This design comes from an exercise in tuning for small area on the open sky130 flow, not from production work.
The RTL was checked by simulation tests, not by an equivalence proof against the original design.
Power is estimated from default activity; no workload was simulated.

### flow/flow/abc_area.script
&get -n
&st
&dc2
&dch -f
&nf -a
&st
&dc2
&dch -f
&nf -a
&put
### flow/design.v
`timescale 1ns / 1ps
module aoi222(
input a1, a2, b1, b2, c1, c2,
output y
);
assign y = ~((a1 & a2) | (b1 & b2) | (c1 & c2));
endmodule
module all_mod(
input clk, rst, wr, rd,
input rx,
input [2:0] addr,
input [7:0] din,
output tx,
output [7:0] dout
    );
reg [7:0] lcr;
wire dlab = lcr[7];
wire [1:0] wls = lcr[1:0];
wire stb = lcr[2];
wire pen = lcr[3];
wire eps = lcr[4];
wire sticky_parity = lcr[5];
wire set_break = lcr[6];
wire a0 = (addr == 3'd0);
wire a1 = (addr == 3'd1);
reg [7:0] dlsb, dmsb;
wire [15:0] dl = {dmsb, dlsb};
wire [7:0] din_c = rst ? 8'h00 : din;
always @(posedge clk)
  if (rst | (wr & a0 & dlab)) dlsb <= din_c;
always @(posedge clk)
  if (rst | (wr & a1 & dlab)) dmsb <= din_c;
reg update_baud;
reg [15:0] baud_cnt;
reg baud_pulse;
always @(posedge clk)
  update_baud <= wr & dlab & (a0 | a1);
always @(posedge clk, posedge rst)
  if (rst) baud_cnt <= 16'h0;
  else if (update_baud || baud_cnt == 16'h0000) baud_cnt <= dl;
  else baud_cnt <= baud_cnt - 16'd1;
always @(posedge clk, posedge rst)
  if (rst) baud_pulse <= 1'b0;
  else     baud_pulse <= |dl & ~|baud_cnt;
reg [3:0] ier;
always @(posedge clk)
  if (rst | (wr & a1 & ~dlab)) ier <= din_c[3:0];
reg [1:0] rx_trigger;
reg       fcr_ena, fcr_tx_rst, fcr_rx_rst;
wire      wr_fcr = wr & (addr == 3'd2);
always @(posedge clk)
  if (rst | wr_fcr)
    begin
    rx_trigger <= din_c[7:6];
    fcr_ena    <= din_c[0];
    end
always @(posedge clk, posedge rst)
  if (rst)
    begin
    fcr_tx_rst <= 1'b0;
    fcr_rx_rst <= 1'b0;
    end
  else
    begin
    fcr_tx_rst <= wr_fcr & din[2];
    fcr_rx_rst <= wr_fcr & din[1];
    end
always @(posedge clk)
  if (rst | (wr & (addr == 3'd3))) lcr <= din_c;
reg [4:0] mcr;
always @(posedge clk)
  if (rst | (wr & (addr == 3'd4))) mcr <= din_c[4:0];
wire loop = mcr[4];
reg [7:0] scr;
always @(posedge clk)
  if (rst | (wr & (addr == 3'd7))) scr <= din_c;
wire tx_fifo_push = wr & a0 & ~dlab;
wire rx_fifo_pop  = rd & a0 & ~dlab;
reg  tx_pop;
reg  rx_push;
reg  [7:0] rsr;
integer i;
reg [7:0] txf_mem [0:15];
reg [3:0] txf_nidx;    
reg       txf_ne;      
wire [3:0] txf_idx = ~txf_nidx;
wire      txf_e   = ~txf_ne;
wire      txf_full = ~txf_e & (~fcr_ena | (txf_idx == 4'd15));
wire      txf_push = tx_fifo_push & ~txf_full;
wire      txf_pop  = tx_pop & ~txf_e;
always @(posedge clk, posedge rst)
  if (rst)
    begin
    txf_nidx <= 4'd0;
    txf_ne   <= 1'b0;
    end
  else if (fcr_tx_rst)
    begin
    txf_nidx <= 4'd0;
    txf_ne   <= 1'b0;
    end
  else if (txf_push & ~txf_pop)
    begin
    txf_nidx <= txf_nidx - 4'd1;
    txf_ne   <= 1'b1;
    end
  else if (txf_pop & ~txf_push)
    begin
    txf_nidx <= txf_nidx + 4'd1;
    txf_ne   <= (txf_idx != 4'd0);
    end
always @(posedge clk)
  if (txf_push)
    begin
    txf_mem[0] <= din;
    for (i = 1; i < 16; i = i + 1)
      txf_mem[i] <= txf_mem[i-1];
    end
wire [15:0] txf_sel;
wire [7:0]  txf_out;
genvar txf_k, txf_b;
generate
  for (txf_k = 0; txf_k < 16; txf_k = txf_k + 1) begin : txf_dec
    assign txf_sel[txf_k] = ~txf_e & (txf_idx == txf_k);
  end
  for (txf_b = 0; txf_b < 8; txf_b = txf_b + 1) begin : txf_rd
    wire [4:0] n;
    aoi222 u0 (.a1(txf_sel[0]),  .a2(txf_mem[0][txf_b]),  .b1(txf_sel[1]),  .b2(txf_mem[1][txf_b]),
               .c1(txf_sel[2]),  .c2(txf_mem[2][txf_b]),  .y(n[0]));
    aoi222 u1 (.a1(txf_sel[3]),  .a2(txf_mem[3][txf_b]),  .b1(txf_sel[4]),  .b2(txf_mem[4][txf_b]),
               .c1(txf_sel[5]),  .c2(txf_mem[5][txf_b]),  .y(n[1]));
    aoi222 u2 (.a1(txf_sel[6]),  .a2(txf_mem[6][txf_b]),  .b1(txf_sel[7]),  .b2(txf_mem[7][txf_b]),
               .c1(txf_sel[8]),  .c2(txf_mem[8][txf_b]),  .y(n[2]));
    aoi222 u3 (.a1(txf_sel[9]),  .a2(txf_mem[9][txf_b]),  .b1(txf_sel[10]), .b2(txf_mem[10][txf_b]),
               .c1(txf_sel[11]), .c2(txf_mem[11][txf_b]), .y(n[3]));
    aoi222 u4 (.a1(txf_sel[12]), .a2(txf_mem[12][txf_b]), .b1(txf_sel[13]), .b2(txf_mem[13][txf_b]),
               .c1(txf_sel[14]), .c2(txf_mem[14][txf_b]), .y(n[4]));
    assign txf_out[txf_b] = ~&n | (txf_sel[15] & txf_mem[15][txf_b]);
  end
endgenerate
reg [7:0] rxf_mem [0:15];
reg [3:0] rxf_nidx;    
reg       rxf_ne;      
wire [3:0] rxf_idx = ~rxf_nidx;
wire      rxf_e   = ~rxf_ne;
wire      rxf_full = ~rxf_e & (~fcr_ena | (rxf_idx == 4'd15));
wire      rxf_push = rx_push & ~rxf_full;
wire      rxf_pop  = rx_fifo_pop & ~rxf_e;
always @(posedge clk, posedge rst)
  if (rst)
    begin
    rxf_nidx <= 4'd0;
    rxf_ne   <= 1'b0;
    end
  else if (fcr_rx_rst)
    begin
    rxf_nidx <= 4'd0;
    rxf_ne   <= 1'b0;
    end
  else if (rxf_push & ~rxf_pop)
    begin
    rxf_nidx <= rxf_nidx - 4'd1;
    rxf_ne   <= 1'b1;
    end
  else if (rxf_pop & ~rxf_push)
    begin
    rxf_nidx <= rxf_nidx + 4'd1;
    rxf_ne   <= (rxf_idx != 4'd0);
    end
always @(posedge clk)
  if (rxf_push)
    begin
    rxf_mem[0] <= rsr;
    for (i = 1; i < 16; i = i + 1)
      rxf_mem[i] <= rxf_mem[i-1];
    end
wire [15:0] rxf_sel;
wire [7:0]  rxf_out;
genvar rxf_k, rxf_b;
generate
  for (rxf_k = 0; rxf_k < 16; rxf_k = rxf_k + 1) begin : rxf_dec
    assign rxf_sel[rxf_k] = ~rxf_e & (rxf_idx == rxf_k);
  end
  for (rxf_b = 0; rxf_b < 8; rxf_b = rxf_b + 1) begin : rxf_rd
    wire [4:0] n;
    aoi222 u0 (.a1(rxf_sel[0]),  .a2(rxf_mem[0][rxf_b]),  .b1(rxf_sel[1]),  .b2(rxf_mem[1][rxf_b]),
               .c1(rxf_sel[2]),  .c2(rxf_mem[2][rxf_b]),  .y(n[0]));
    aoi222 u1 (.a1(rxf_sel[3]),  .a2(rxf_mem[3][rxf_b]),  .b1(rxf_sel[4]),  .b2(rxf_mem[4][rxf_b]),
               .c1(rxf_sel[5]),  .c2(rxf_mem[5][rxf_b]),  .y(n[1]));
    aoi222 u2 (.a1(rxf_sel[6]),  .a2(rxf_mem[6][rxf_b]),  .b1(rxf_sel[7]),  .b2(rxf_mem[7][rxf_b]),
               .c1(rxf_sel[8]),  .c2(rxf_mem[8][rxf_b]),  .y(n[2]));
    aoi222 u3 (.a1(rxf_sel[9]),  .a2(rxf_mem[9][rxf_b]),  .b1(rxf_sel[10]), .b2(rxf_mem[10][rxf_b]),
               .c1(rxf_sel[11]), .c2(rxf_mem[11][rxf_b]), .y(n[3]));
    aoi222 u4 (.a1(rxf_sel[12]), .a2(rxf_mem[12][rxf_b]), .b1(rxf_sel[13]), .b2(rxf_mem[13][rxf_b]),
               .c1(rxf_sel[14]), .c2(rxf_mem[14][rxf_b]), .y(n[4]));
    assign rxf_out[rxf_b] = ~&n | (rxf_sel[15] & rxf_mem[15][rxf_b]);
  end
endgenerate
wire tx_fifo_empty = txf_e;
wire rx_fifo_empty = rxf_e;
wire rx_fifo_full  = rxf_full;
wire [7:0] tx_fifo_out = txf_out;
wire [7:0] rx_fifo_out = rxf_out;
wire rx_ge4  = ~rxf_e & (rxf_idx >= 4'd3);
wire rx_ge8  = ~rxf_e & (rxf_idx >= 4'd7);
wire rx_ge14 = ~rxf_e & (rxf_idx >= 4'd13);
wire rx_oe = rx_push & rx_fifo_full;
reg rx_thre;
always @*
  if (~fcr_ena) rx_thre = ~rx_fifo_empty;
  else
    case (rx_trigger)
    2'b00:   rx_thre = ~rx_fifo_empty;
    2'b01:   rx_thre = rx_ge4;
    2'b10:   rx_thre = rx_ge8;
    default: rx_thre = rx_ge14;
    endcase
localparam [1:0] T_IDLE = 2'd0, T_START = 2'd1, T_SEND = 2'd2, T_PARITY = 2'd3;
reg [1:0] tstate;
reg [4:0] tcn;    
wire [4:0] tcount = ~tcn;
reg [2:0] tbitcnt;
reg [7:0] tsr;
reg       parity_out;
reg       tx_q;
wire thre = tx_fifo_empty;
wire tcz  = (tcount == 5'd0);
wire [4:0] stop_count = ~stb ? 5'd15 : (wls == 2'b00) ? 5'd23 : 5'd31;
wire sreg_empty = ~(tstate == T_START) & ~(tstate == T_SEND);
wire tpar = ^tsr[4:0] ^ (tsr[5] & |tbitcnt[1:0]) ^ (tsr[6] & tbitcnt[1])
            ^ (tsr[7] & &tbitcnt[1:0]);
reg tx_data;
always @*
  case (tstate)
  T_IDLE:   tx_data = 1'b1;
  T_START:  tx_data = 1'b0;
  T_SEND:   tx_data = tsr[0];
  default:  tx_data = parity_out;
  endcase
wire tload = baud_pulse & (tstate == T_IDLE) & ~thre & tcz;
always @(posedge clk)
  tx_pop <= tload;
always @(posedge clk)
  if (tload) tsr <= tx_fifo_out;
  else if (baud_pulse & (tstate == T_SEND) & tcz & (tbitcnt != 3'd0)) tsr <= tsr >> 1;
always @(posedge clk)
  if (tload) tbitcnt <= {1'b1, wls};
  else if (baud_pulse & (tstate == T_SEND) & tcz & (tbitcnt != 3'd0)) tbitcnt <= tbitcnt - 3'd1;
always @(posedge clk)
  if (baud_pulse & (tstate == T_START))
    parity_out <= sticky_parity ? ~eps : (tpar ^ ~eps);
always @(posedge clk, posedge rst)
  if (rst)
    begin
    tstate  <= T_IDLE;
    tcn  <= ~(5'd15);
    end
  else if (baud_pulse)
    case (tstate)
    T_IDLE:
      if (~thre)
        begin
        if (~tcz) tcn <= ~(tcount - 5'd1);
        else
          begin
          tcn  <= ~(5'd15);
          tstate  <= T_START;
          end
        end
    T_START:
      if (~tcz) tcn <= ~(tcount - 5'd1);
      else
        begin
        tcn <= ~(5'd15);
        tstate <= T_SEND;
        end
    T_SEND:
      if (~tcz) tcn <= ~(tcount - 5'd1);
      else if (tbitcnt != 3'd0)
        tcn  <= ~(5'd15);
      else if (pen)
        begin
        tcn <= ~(5'd15);
        tstate <= T_PARITY;
        end
      else
        begin
        tcn <= ~(stop_count);
        tstate <= T_IDLE;
        end
    default:
      if (~tcz) tcn <= ~(tcount - 5'd1);
      else
        begin
        tcn <= ~(stop_count);
        tstate <= T_IDLE;
        end
    endcase
always @(posedge clk, posedge rst)
  if (rst) tx_q <= 1'b1;
  else     tx_q <= tx_data & ~set_break;
assign tx = loop | tx_q;
wire rx_in = loop ? tx_q : rx;
localparam [2:0] R_IDLE = 3'd0, R_START = 3'd1, R_READ = 3'd2, R_PARITY = 3'd3, R_STOP = 3'd4;
reg [2:0] rstate;
reg [3:0] rcount;
reg [2:0] rbitcnt;
reg       rx_reg;
reg       par_bit, pe, fe, bi;
always @(posedge clk, posedge rst)
  if (rst) rx_reg <= 1'b1;
  else     rx_reg <= rx_in;
wire r7 = (rcount == 4'd7);
wire r0 = (rcount == 4'd0);
always @(posedge clk)
  if (baud_pulse)
    rcount <= (rstate == R_IDLE) ? 4'd15 : rcount - 4'd1;
always @(posedge clk, posedge rst)
  if (rst) rstate <= R_IDLE;
  else if (baud_pulse)
    case (rstate)
    R_IDLE:   if (~rx_reg) rstate <= R_START;
    R_START:  if (r7 & rx_in) rstate <= R_IDLE;
              else if (r0) rstate <= R_READ;
    R_READ:   if (r0 & (rbitcnt == 3'd0)) rstate <= pen ? R_PARITY : R_STOP;
    R_PARITY: if (r0) rstate <= R_STOP;
    default:  if (r0) rstate <= R_IDLE;
    endcase
always @(posedge clk)
  if (baud_pulse & r0)
    begin
    if (rstate == R_START) rbitcnt <= {1'b1, wls};
    else if (rstate == R_READ) rbitcnt <= rbitcnt - 3'd1;
    end
always @(posedge clk)
  if (rst) rsr <= 8'h00;
  else if (baud_pulse & (rstate == R_READ) & r7)
    case (wls)
    2'b00: rsr <= {3'b000, rx_in, rsr[4:1]};
    2'b01: rsr <= {2'b00 , rx_in, rsr[5:1]};
    2'b10: rsr <= {1'b0  , rx_in, rsr[6:1]};
    2'b11: rsr <= {        rx_in, rsr[7:1]};
    endcase
always @(posedge clk)
  if (baud_pulse & (rstate == R_READ) & r0 & (rbitcnt == 3'd0))
    begin
    pe      <= 1'b0;
    par_bit <= 1'b0;
    end
  else if (baud_pulse & (rstate == R_PARITY) & r7)
    begin
    par_bit <= rx_in;
    pe      <= sticky_parity ? (rx_in ^ ~eps) : ~(^{rx_in, rsr, eps});
    end
wire stop_sample = baud_pulse & (rstate == R_STOP) & r7;
always @(posedge clk)
  rx_push <= stop_sample;
always @(posedge clk)
  begin
  fe <= ~rx_in;
  bi <= ~rx_in & ~|rsr & ~par_bit;
  end
wire read_lsr = rd & (addr == 3'd5);
reg oe_s, pe_s, fe_s, bi_s;
always @(posedge clk, posedge rst)
  if (rst)
    begin
    oe_s <= 1'b0;
    pe_s <= 1'b0;
    fe_s <= 1'b0;
    bi_s <= 1'b0;
    end
  else
    begin
    oe_s <= (oe_s & ~read_lsr) | rx_oe;
    pe_s <= (pe_s & ~read_lsr) | (rx_push & pe);
    fe_s <= (fe_s & ~read_lsr) | (rx_push & fe);
    bi_s <= (bi_s & ~read_lsr) | (rx_push & bi);
    end
wire temt = thre & sreg_empty;
wire [7:0] lsr = {1'b0, temt, thre, bi_s, fe_s, pe_s, oe_s, ~rx_fifo_empty};
reg [3:0] iir_id;
always @*
  if (ier[2] & (oe_s | pe_s | fe_s | bi_s)) iir_id = 4'b0110;
  else if (ier[0] & rx_thre)                iir_id = 4'b0100;
  else if (ier[1] & thre)                   iir_id = 4'b0010;
  else                                      iir_id = 4'b0001;
reg [7:0] dout_r;
always @(posedge clk)
  if (rst) dout_r <= 8'h00;
  else if (rd)
    case (addr)
    3'd0: dout_r <= dlab ? dlsb : rx_fifo_out;
    3'd1: dout_r <= dlab ? dmsb : {4'h0, ier};
    3'd2: dout_r <= {fcr_ena, fcr_ena, 2'b00, iir_id};
    3'd3: dout_r <= lcr;
    3'd4: dout_r <= {3'b000, mcr};
    3'd5: dout_r <= lsr;
    3'd6: dout_r <= 8'h00;
    default: dout_r <= scr;
    endcase
assign dout = dout_r;
endmodule
### flow/config.mk
export PLATFORM = sky130hd
export DESIGN_NAME = all_mod
export DESIGN_NICKNAME = all_mod
export VERILOG_FILES = /design/flow/design.v
export SDC_FILE = /design/flow/constraint.sdc
export NUM_CORES = 4
export LEC_CHECK = 0
export CAP_MARGIN = 5
export CORE_MARGIN = 2
export CORE_UTILIZATION = 65
export PLACE_DENSITY = 0.8
export SLEW_MARGIN = 5
export SYNTH_HIERARCHICAL = 1
export SYNTH_MINIMUM_KEEP_SIZE = 0
### flow/standard.sh
#!/bin/bash
# synth_recipe.tcl (not shown) runs the flow's synth.tcl, then flattens the netlist and writes it again
# the make line also repeats each setting of config.mk as NAME=value (left out here)
make -C /OpenROAD-flow-scripts/flow DESIGN_CONFIG=/design/flow/config.mk WORK_HOME=/design/flow/orfs CLKGATE_MAP_FILE= SYNTH_SCRIPT=/design/flow/synth_recipe.tcl "${@:-finish}"
### flow/flow/run.sh
#!/bin/bash
set -euo pipefail
scr=$PWD/scripts_abc_area
rm -rf "$scr"
cp -r "$FLOW_HOME/scripts" "$scr"
cp flow/abc_area.script "$scr/abc_speed.script"
bash standard.sh SCRIPTS_DIR="$scr" synth > flow_synth.log 2>&1
export CTS_ARGS="-sink_clustering_enable -repair_clock_nets -dont_use_dummy_load -buf_list sky130_fd_sc_hd__clkbuf_8 -sink_clustering_size 19 -sink_clustering_max_diameter 90"
export BUFFER_PORTS_ARGS="-buffer_cell sky130_fd_sc_hd__buf_1"
bash standard.sh > flow.log 2>&1
### flow/constraint.sdc
create_clock -name core_clock -period 10.0 [get_ports {clk}]
set_input_delay 2.0000 -clock core_clock [delete_from_list [all_inputs] [get_ports {clk}]]
set_output_delay 2.0000 -clock core_clock [all_outputs]
set_load 0.01 [all_outputs]
==> metrics.cfg, run 1 <==
[final_layout]
utilization_pct = 69.64
regArea_um2 = 11160
area_growth_pct = 6.149
final_cells = 1408
n_antenna_cell = 0
reg_top3 = rxf_mem x128, txf_mem x128, baud_cnt x16
nets = 1130
final_area_um2 = 16200
nFillCells = 1603
multiInputGateArea_um2 = 3985
drive_above_1_share_pct = 4.040

[route]
route.detailed.drc = 0
routed_via_density = 6.707
drtIter0Drc = 1393
vias = 9443
wire_per_inst_um = 22.80
antenna_left = 0
drtPass1Iterations = 7
wirelength_um = 32100

[flow_run]
drv_cap = 0

[timing]
tightest_slew_ns = 1.088
relSlewSlack_pct = 25.61
finalSetupViolations = 0
period_needed_ns = 4.270
fin_tns_setup_ns = 0
slew_violations = 0
timing.fmax_mhz = 234.2
hold_viol_final = 0
timing.final.ws_setup_ns = 5.730
rsz0062_at_grt = false
finalCritPeriodShare_pct = 42.70
fin_skew_ns = 0.04837

[synth]
syn_inst = 1027
yosys_warnings = 11
synthArstFlopShare_pct = 11.63
synthDistinctLibCells = 55
ys_top_cells_by_area = edfxtp_1, dfrtp_1, a222oi_1, dfxtp_1, a21oi_1
ys_seq_elements = 387
yosys.area.top_type_share_pct = 62.57
synth_area_um2 = 15260
avgSynthCellArea_um2 = 14.86
synth_seq_area_share_pct = 73.12
synth_nets = 1066
synth-edff-count = 318
synth_area_leader_cell = edfxtp_1
synth-main-ff-cell = edfxtp_1

[global_routing]
antenna_found_initial = 0
grt_use_total_pct = 25.92
grt_pass1_vias = 8688
globalRouteOverflowTotal = 0
grt_pass1_wl_um = 49000
grt_max_degree = 89

[setup_path]
crit_family = simple AND/OR/NAND/NOR gates
r2r-start = txf_ne
startpoint_type = input pin
cp.arrival_ns = 4.73
path_max_fanout = 42
startpoint = addr[2]
crit_path_end = txf_nidx[3]
r2r_end = txf_nidx[3]
required_ns = 10.46
r2r_cells = 12
cpPeakStageDelay_ns = 0.56
crit_cells = 12
criticalPathCategory = input pin to flip-flop
crit_buf_inv = 3
path_cells = buf_1 > or3_1 > nor3_4 > buf_4 > nand2_1 > clkinv_1 > ha_1 > a21o_1 > a21oi_1 > xnor2_1 > xnor2_1 > o21ai_0
cp-end-kind = flip-flop
crit_path_top_delay_cell = or3_1
r2r_slack_ns = 6.43
cp_common_cell = xnor2_1

[clocking]
htreeDepth = 1
post-cts-setup-buffer-count = 0
clockRootBuffer = clkbuf_8
cts-hold-fix-buffers = 0
clkLatencyLatePin_ns = 0.58
cts_tree = built
cts_buffers = 24
cts.sinks = 387
cts_resized = 0
path_clk_slew_ns = 0.12
cts.path.max_buffers = 3

[pwr]
swShare_pct = 27.18
seq_power_share_pct = 63.1
switchingPower_uw = 818.7
p_per_area_nw_per_um2 = 186.0
clkPwrFrac_pct = 22.1
pwr-share-comb_pct = 14.8
vdd_drop_max_mv = 0.1258
intPower_uw = 2194
leakage_uw = 0.005298

[floorplan]
fp.dieH_um = 157.2
ioPinCount = 25
row_count = 56
start_util_pct = 65.60
die_w_um = 157.2
floorplan.die_area_um2 = 24720
core_um2 = 23260

[hold_path]
hold_path_class = flip-flop to flip-flop

[place]
port_buffers = 24
place_inst = 1384
dpl_cell_area_um2 = 15870
routabilityCongestion = 0.9699
place_ws_ns = 5.143
dp_hpwl_um = 21580

[status]
status = complete, no violations

-- stage by stage --
stage          hold WS, ns  power (µW)
6_report            0.3999        3013
5_1_grt             0.4206        3129
4_1_cts             0.4060        3019
3_5_place_dp        0.4312        2374
3_3_place_gp        0.4273        2357
2_1_floorplan       0.3785        2199
-- cells in the final DEF (no fill, tap or decap), drive strengths merged, types with 10 or more instances in the layout --
master / n
a21oi: 62
a222oi: 82
and3: 13
buf: 38
clkbuf: 24
clkinv: 32
dfrtp: 42
dfxtp: 24
edfxtp: 318
ha: 21
nand2: 76
nand2b: 15
nand3: 23
nand4: 14
nor2: 73
nor2b: 16
nor3: 23
nor4: 10
o21ai: 39
xnor2: 22
xor2: 12
-- Yosys stat by module, one instance, submodules excluded --
module / cells inside / times used / flops+latches
aoi222: 1 / 80 / 0
all_mod: 947 / 1 / 387
-- layer usage --
metal  up-vias  GRT usage [%]  part of all wire, %
met4         0          7.446                  3.0
met1      4639          38.95                   42
met2       490          40.22                   46
met3        59          3.827                  8.5
met5         -              0                    0
li1       4255              -                    -
-- power groups by stage --
stage / combinational (µW) / clock, µW / sequential, µW
2_1_floorplan: 295 / 0 / 1900
3_3_place_gp: 428 / 0 / 1930
3_5_place_dp: 443 / 0 / 1930
4_1_cts: 444 / 679 / 1900
5_1_grt: 488 / 731 / 1910
6_report: 446 / 666 / 1900
-- worst min-delay path by stage --
stage | from | to | cells after the start | slack [ns]
floorplan | lcr[6] | tx_q | 1 | 0.38
global placement | rxf_mem[5][0] | rxf_mem[6][0] | 0 | 0.43
detailed placement | rxf_mem[9][6] | rxf_mem[10][6] | 0 | 0.43
CTS | txf_mem[13][5] | txf_mem[14][5] | 0 | 0.41
global route | txf_mem[13][5] | txf_mem[14][5] | 0 | 0.42
finish | txf_mem[13][5] | txf_mem[14][5] | 0 | 0.40
-- Yosys cell counts (all sizes together), types with 3 or more instances --
library cell	n
edfxtp	318
a222oi	82
nand2	76
nor2	73
a21oi	62
dfrtp	42
o21ai	39
clkinv	34
dfxtp	24
nand3	23
nor3	23
xnor2	22
ha	21
nor2b	16
nand2b	15
nand4	14
and3	13
xor2	12
nor4	10
a22o	9
a31oi	7
or3	7
and2	6
nor3b	6
o221ai	6
a2111oi	5
mux2i	5
a211oi	4
a21o	4
o211ai	4
or4	4
dfstp	3
mux2	3
o311ai	3
o31ai	3
o41ai	3
-- layout make-up --
cell class	instances	area share, %
sequential	387	68.89
multi-input combinational	606	24.60
tap	319	2.464
clock buffer	24	2.039
timing repair buffer	38	1.205
inverter	34	0.8033
-- cell families after synthesis --
family	Yosys count	synth area share, %
AO/OA/AOI/OAI	249	12.25
XOR/XNOR	34	1.951
adder cells (fa/ha/maj)	23	1.984
buffers and inverters	34	0.8363
flip-flops	387	73.12
multiplexers	8	0.5493
AND/OR/NAND/NOR	292	9.306
==> run 2, diff against run 1 <==
--- a/flow/config.mk
+++ b/flow/config.mk
@@ -7,3 +7,3 @@
 export LEC_CHECK = 0
-export CAP_MARGIN = 5
+export CAP_MARGIN = 20
 export CORE_MARGIN = 2
@@ -11,3 +11,3 @@
 export PLACE_DENSITY = 0.8
-export SLEW_MARGIN = 5
+export SLEW_MARGIN = 20
 export SYNTH_HIERARCHICAL = 1
==> run 2 against run 1 <==
Effect of this change: die area stayed put; register-to-register slack is essentially flat; via count stayed put; sequential power hardly changed; synthesized cell count is the same; maximum frequency stayed put; cell count stayed put; non-clock buffer count is the same; sequential share of layout area unchanged.
==> metrics.cfg, run 2 <==
[clocking]
cts-hold-fix-buffers = 0  ; unchanged
path_clk_slew_ns = 0.12  ; about the same
cts_tree = built
cts_buffers = 24  ; unchanged
clockRootBuffer = clkbuf_8
post-cts-setup-buffer-count = 0  ; unchanged
clkLatencyLatePin_ns = 0.58  ; about the same
cts.sinks = 387  ; unchanged
htreeDepth = 1  ; unchanged
cts.path.max_buffers = 3  ; unchanged
cts_resized = 0  ; unchanged

[timing]
finalSetupViolations = 0  ; unchanged
relSlewSlack_pct = 25.61  ; unchanged
slew_violations = 0  ; unchanged
timing.final.ws_setup_ns = 5.730  ; unchanged
period_needed_ns = 4.270  ; unchanged
tightest_slew_ns = 1.088  ; unchanged
finalCritPeriodShare_pct = 42.70  ; unchanged
timing.fmax_mhz = 234.2  ; unchanged
fin_skew_ns = 0.04837  ; unchanged
hold_viol_final = 0  ; unchanged
fin_tns_setup_ns = 0  ; unchanged
rsz0062_at_grt = false

[hold_path]
hold_path_class = flip-flop to flip-flop

[final_layout]
drive_above_1_share_pct = 4.040  ; unchanged
final_cell_mix = edfxtp_1, a222oi_1, nand2_1
nFillCells = 1603  ; unchanged
reg_top3 = rxf_mem x128, txf_mem x128, baud_cnt x16
area_growth_pct = 6.149  ; unchanged
n_antenna_cell = 0  ; unchanged
utilization_pct = 69.64  ; unchanged
final_common_cell = edfxtp_1
nets = 1130  ; unchanged
final_area_um2 = 16200  ; unchanged

[flow_run]
drv_cap = 0  ; unchanged

[global_routing]
grt_pass1_vias = 8688  ; unchanged
grt_pass1_wl_um = 49000  ; unchanged
grt_max_degree = 89  ; unchanged
globalRouteOverflowTotal = 0  ; unchanged
grt_use_total_pct = 25.92  ; unchanged
antenna_found_initial = 0  ; unchanged

[floorplan]
floorplan.die_area_um2 = 24720  ; unchanged
ioPinCount = 25  ; unchanged
start_util_pct = 65.60  ; unchanged
row_count = 56  ; unchanged
core_um2 = 23260  ; unchanged
die_w_um = 157.2  ; unchanged
fp.dieH_um = 157.2  ; unchanged

[pwr]
intPower_uw = 2194  ; unchanged
clkPwrFrac_pct = 22.1  ; about the same
p_per_area_nw_per_um2 = 186.0  ; unchanged
p_total_uw = 3013  ; unchanged
seq_power_share_pct = 63.1  ; about the same
switchingPower_uw = 818.7  ; unchanged
vdd_drop_max_mv = 0.1258  ; unchanged
leakage_uw = 0.005298  ; unchanged
swShare_pct = 27.18  ; unchanged
pwr-share-comb_pct = 14.8  ; about the same

[route]
antenna_left = 0  ; unchanged
wire_per_inst_um = 22.80  ; unchanged
routed_via_density = 6.707  ; unchanged
wirelength_um = 32100  ; unchanged
vias = 9443  ; unchanged
drtIter0Drc = 1393  ; unchanged
drtPass1Iterations = 7  ; unchanged
route.detailed.drc = 0  ; unchanged

[synth]
synthArstFlopShare_pct = 11.63  ; unchanged
synth_area_um2 = 15260  ; unchanged
synth_seq_area_share_pct = 73.12  ; unchanged
ys_top_cells_by_area = edfxtp_1, dfrtp_1, a222oi_1, dfxtp_1, a21oi_1
avgSynthCellArea_um2 = 14.86  ; unchanged
yosys_warnings = 11  ; unchanged
synth-main-ff-cell = edfxtp_1
synth_area_leader_cell = edfxtp_1
synthDistinctLibCells = 55  ; unchanged
yosysMostFrequentCell = edfxtp_1
synth-edff-count = 318  ; unchanged
ys_seq_elements = 387  ; unchanged
synth_nets = 1066  ; unchanged
syn_inst = 1027  ; unchanged
synth_top_cells_by_count = edfxtp_1, a222oi_1, nand2_1
yosys.area.top_type_share_pct = 62.57  ; unchanged

[setup_path]
path_max_fanout = 42  ; unchanged
criticalPathCategory = input pin to flip-flop
cp-end-kind = flip-flop
cp.arrival_ns = 4.73  ; about the same
required_ns = 10.46  ; about the same
startpoint_type = input pin

[place]
place_ws_ns = 5.143  ; unchanged
dpl_cell_area_um2 = 15870  ; unchanged
port_buffers = 24  ; unchanged
dp_hpwl_um = 21580  ; unchanged
routabilityCongestion = 0.9699  ; unchanged

[status]
status = complete, no violations

-- run 2: cell counts in the layout (fill, tap and decap cells not counted) --
No cell type changed its count.
-- run 2: power groups by stage --
| stage | sequential (µW) | combinational (µW) | clock (µW) |
|---|---|---|---|
| after floorplan | 1900 | 295 | 0 |
| after global placement | 1930 | 428 | 0 |
| after detailed placement | 1930 | 443 | 0 |
| after CTS | 1900 | 444 | 679 |
| after global routing | 1910 | 488 | 731 |
| final | 1900 | 446 | 666 |
-- run 2: per-module statistics from Yosys (local to each module, per instance) --
module	area (µm²)	flops+latches	times used
aoi222	10.01	0	80
all_mod	14460	387	1
-- run 2: critical path, stage by stage --
cell	delay, ns
buf_1	0.20
or3_1	0.56
nor3_4	0.19
buf_4	0.46
nand2_1	0.17
clkinv_1	0.14
ha_1	0.25
a21o_1	0.19
a21oi_1	0.17
xnor2_1	0.15
xnor2_1	0.14
o21ai_0	0.09
-- run 2: cells by family after synthesis --
group	share of synthesized area [%]
buf+inv	0.8363
flops	73.12
mux	0.5493
compound gates	12.25
xor+xnor	1.951
fa+ha+maj	1.984
simple gates	9.306
-- run 2: worst paths after layout --
check                               start             end  slack [ns]  depth (start not counted)
hold / removal             txf_mem[13][5]  txf_mem[14][5]        0.40                          0
hold reg to reg            txf_mem[13][5]  txf_mem[14][5]        0.40                          0
max in group asynchronous             rst     rxf_nidx[1]        7.61                          4
min in group asynchronous             rst       rstate[0]        1.58                          3
setup / recovery                  addr[2]     txf_nidx[3]        5.73                         12
setup reg to reg                   txf_ne     txf_nidx[3]        6.43                         12
-- run 2: area by class of cell --
class / instances / area [µm²] / area share [%]
Timing Repair Buffer: 38 / 195.2 / 1.205
Inverter: 34 / 130.1 / 0.8033
Tap cell: 319 / 399.1 / 2.464
Multi-Input combinational cell: 606 / 3985 / 24.60
Sequential cell: 387 / 11160 / 68.89
Clock buffer: 24 / 330.3 / 2.039
-- run 2: through the flow --
stage	std cells	hold WS, ns
detailed placement	1384	0.4312
CTS	1408	0.4060
global route	1408	0.4206
finish	1408	0.3999
global placement	1384	0.4273
floorplan	1027	0.3785
-- run 2: routing by layer --
layer / share of wire [%] / up-vias / global-route usage (%)
met5: 0 / - / 0
met4: 3.0 / 0 / 7.446
met3: 8.5 / 59 / 3.827
met2: 46 / 490 / 40.22
met1: 42 / 4639 / 38.95
li1: - / 4255 / -
==> run 3, diff against run 2 <==
--- a/flow/config.mk
+++ b/flow/config.mk
@@ -9,4 +9,4 @@
 export CORE_MARGIN = 2
-export CORE_UTILIZATION = 65
-export PLACE_DENSITY = 0.8
+export CORE_UTILIZATION = 75
+export PLACE_DENSITY = 0.9
 export SLEW_MARGIN = 20
==> run 3 against run 2 <==
Effect of this change: still clean; non-clock buffer count decreased by 4; register-to-register slack about the same; clock power decreased by 0.9%; routed wire length increased by 4.5%; maximum frequency increased by 1.1%; largest power group unchanged; highest routed layer unchanged.
==> metrics.cfg, run 3 <==
[synth]
synth-main-ff-cell = edfxtp_1
yosysMostFrequentCell = edfxtp_1
yosys_warnings = 11  ; unchanged
synth-edff-count = 318  ; unchanged
synthArstFlopShare_pct = 11.63  ; unchanged
synth_area_leader_cell = edfxtp_1
synth_area_um2 = 15260  ; unchanged
avgSynthCellArea_um2 = 14.86  ; unchanged
synthDistinctLibCells = 55  ; unchanged
ys_seq_elements = 387  ; unchanged
synth_nets = 1066  ; unchanged
syn_inst = 1027  ; unchanged
synth_top_cells_by_count = edfxtp_1, a222oi_1, nand2_1
ys_top_cells_by_area = edfxtp_1, dfrtp_1, a222oi_1, dfxtp_1, a21oi_1
synth_seq_area_share_pct = 73.12  ; unchanged
yosys.area.top_type_share_pct = 62.57  ; unchanged

[timing]
fin_tns_setup_ns = 0  ; unchanged
rsz0062_at_grt = false
fin_skew_ns = 0.05813  ; +0.009759 ns
period_needed_ns = 4.225  ; -0.04599 ns
slew_violations = 0  ; unchanged
finalSetupViolations = 0  ; unchanged
relSlewSlack_pct = 27.81  ; +2.2 points
tightest_slew_ns = 1.071  ; -0.01623 ns
timing.fmax_mhz = 236.7  ; +1.1%
finalCritPeriodShare_pct = 42.25  ; -0.46 points
hold_viol_final = 0  ; unchanged

[hold_path]
hold_path_class = flip-flop to flip-flop

[clocking]
cts.path.max_buffers = 3  ; unchanged
cts-hold-fix-buffers = 0  ; unchanged
cts_tree = built
cts_buffers = 24  ; unchanged
htreeDepth = 1  ; unchanged
post-cts-setup-buffer-count = 0  ; unchanged
path_clk_slew_ns = 0.12  ; about the same
cts.sinks = 387  ; unchanged
cts_resized = 0  ; unchanged
clkLatencyLatePin_ns = 0.60  ; +0.02 ns
clockRootBuffer = clkbuf_8

[route]
drtPass1Iterations = 9  ; +2
route.detailed.drc = 0  ; unchanged
antenna_left = 0  ; unchanged
wirelength_um = 33560  ; +4.5%
vias = 9771  ; +3.5%
routed_via_density = 7.211  ; +7.5%
drtIter0Drc = 1716  ; +23%
wire_per_inst_um = 24.76  ; +8.6%

[global_routing]
globalRouteOverflowTotal = 0  ; unchanged
top_usage_layer = met2
grt_max_degree = 97  ; +9.0%
grtUsageMet3_pct = 4.406  ; +0.58 points
grt_use_total_pct = 31.29  ; +5.4 points
grt_pass1_wl_um = 52170  ; +6.5%
grtUsageMet1_pct = 44.52  ; +5.6 points
grtUsageMet2_pct = 51.27  ; +11 points
antenna_found_initial = 0  ; unchanged
grt_pass1_vias = 9436  ; +8.6%

[floorplan]
floorplan.die_area_um2 = 21500  ; -13%
row_count = 52  ; -7.1%
core_um2 = 20100  ; -14%
start_util_pct = 75.91  ; +10 points
fp.dieH_um = 146.6  ; -6.7%
die_w_um = 146.6  ; -6.7%
ioPinCount = 25  ; unchanged

[setup_path]
required_ns = 10.49  ; +0.03 ns
startpoint_type = input pin
cp.arrival_ns = 4.71  ; -0.02 ns
path_max_fanout = 35  ; -17%
cp-end-kind = flip-flop
criticalPathCategory = input pin to flip-flop

[final_layout]
reg_top3 = rxf_mem x128, txf_mem x128, baud_cnt x16
final_cell_mix = edfxtp_1, a222oi_1, nand2_1
nets = 1126  ; -0.35%
drive_above_1_share_pct = 4.147  ; +0.11 points
final_common_cell = edfxtp_1
area_growth_pct = 5.764
n_antenna_cell = 0  ; unchanged

[status]
status = complete, no violations

[place]
port_buffers = 24  ; unchanged
routabilityCongestion = 0.9305  ; -4.1%
dp_hpwl_um = 22890  ; +6.1%

[pwr]
p_per_area_nw_per_um2 = 186.9  ; +0.48%
vdd_drop_max_mv = 0.1846  ; +47%
leakage_uw = 0.005295  ; about the same
p_total_uw = 3016  ; +0.12%

[flow_run]
drv_cap = 0  ; unchanged

-- run 3: cell counts after synthesis --
Identical to the previous run, type by type.
-- run 3: layout make-up --
| type | instances | area (µm²) |
|---|---|---|
| Clock buffer | 24 | 330.3 |
| Fill cell | 1045 | 3964 |
| Sequential cell | 387 | 11160 |
| Tap cell | 270 | 337.8 |
| Inverter | 34 | 130.1 |
| Multi-Input combinational cell | 606 | 4010 |
| Timing Repair Buffer | 34 | 172.7 |
-- run 3: path summary, 6_finish.rpt --
path                       depth (start not counted)              to  slack [ns]            from
min in group asynchronous                          4      baud_pulse        1.84             rst
max reg2reg                                        9     rxf_nidx[3]        6.42          rxf_ne
max in group asynchronous                          4     rxf_nidx[2]        7.71             rst
max                                               12     txf_nidx[3]        5.78         addr[2]
min                                                0  txf_mem[13][3]        0.41  txf_mem[12][3]
min reg2reg                                        0  txf_mem[13][3]        0.41  txf_mem[12][3]
-- run 3: cells by family after synthesis --
logic type	Yosys count	share of synthesized area (%)
compound gates	249	12.25
buf+inv	34	0.8363
xor+xnor	34	1.951
simple gates	292	9.306
mux	8	0.5493
fa+ha+maj	23	1.984
flops	387	73.12
-- run 3: Yosys stat by module (local to each module, per instance) --
module   copies in the design  cells  flip-flops and latches
all_mod                     1    947                     387
aoi222                     80      1                       0
-- run 3: power breakdown --
part	switching [µW]	total (µW)	internal, µW
combinational	279	449	171
clock	443	660	216
sequential	105	1910	1800
-- run 3: per-layer routing --
metal	vias up	wire length, µm
li1	4252	-
met1	4793	12770
met2	642	16380
met3	84	3286
met4	0	1126
met5	-	0
-- run 3: worst max-delay path, cell delays in order --
cell      delay [ns]
buf_1           0.21
or3_1           0.56
nor3_4          0.20
buf_4           0.40
nand2_1         0.16
clkinv_1        0.14
ha_1            0.24
a21o_1          0.18
a21oi_1         0.18
xnor2_1         0.16
xnor2_1         0.14
o21ai_0         0.10
-- run 3: metrics by stage --
stage | util, % | instance area (µm²) | setup slack, ns | instances | hold WS (ns)
after CTS | 80.15 | 16110 | 5.822 | 1355 | 0.4157
final | 80.28 | 16140 | 5.776 | 1355 | 0.4060
after global routing | 80.28 | 16140 | 5.585 | 1355 | 0.4319
after detailed placement | 78.50 | 15780 | 5.198 | 1331 | 0.4319
after global placement | 78.44 | 15770 | 5.308 | 1330 | 0.4279
after floorplan | - | 15270 | 0.7655 | 1027 | 0.3785

[re-timing with driven ports]
In the flow no input, the clock included, has a driving cell. The finished layouts below were timed again as built, in two steps. Step 1: set_driving_cell puts a clkbuf_16 on clk and a buf_2 on each other input, an assumption about the parent block. Step 2 also shifts input and output timing later by t, the mid clock arrival at the registers, as if the neighbouring blocks saw the same clock. a / b / c = ideal / step 1 / step 2; a / b = the first two.
run | shift t [ns] | setup slack, ns | hold slack, ns | worst setup path after step 2 | clock arrival spread, ns
run 1 | 0.598 | 5.730 / 5.753 / 5.155 | 0.400 / 0.400 / 0.400 | input to register | 0.050 / 0.050
run 2 | 0.598 | 5.730 / 5.753 / 5.155 | 0.400 / 0.400 / 0.400 | input to register | 0.050 / 0.050
run 3 | 0.611 | 5.776 / 5.793 / 5.182 | 0.406 / 0.406 / 0.406 | input to register | 0.059 / 0.058
After both steps every run listed still meets setup and hold. The setup slack of run 3, which loses most, moves by +0.017 ns with the drivers and by -0.594 ns with both steps.
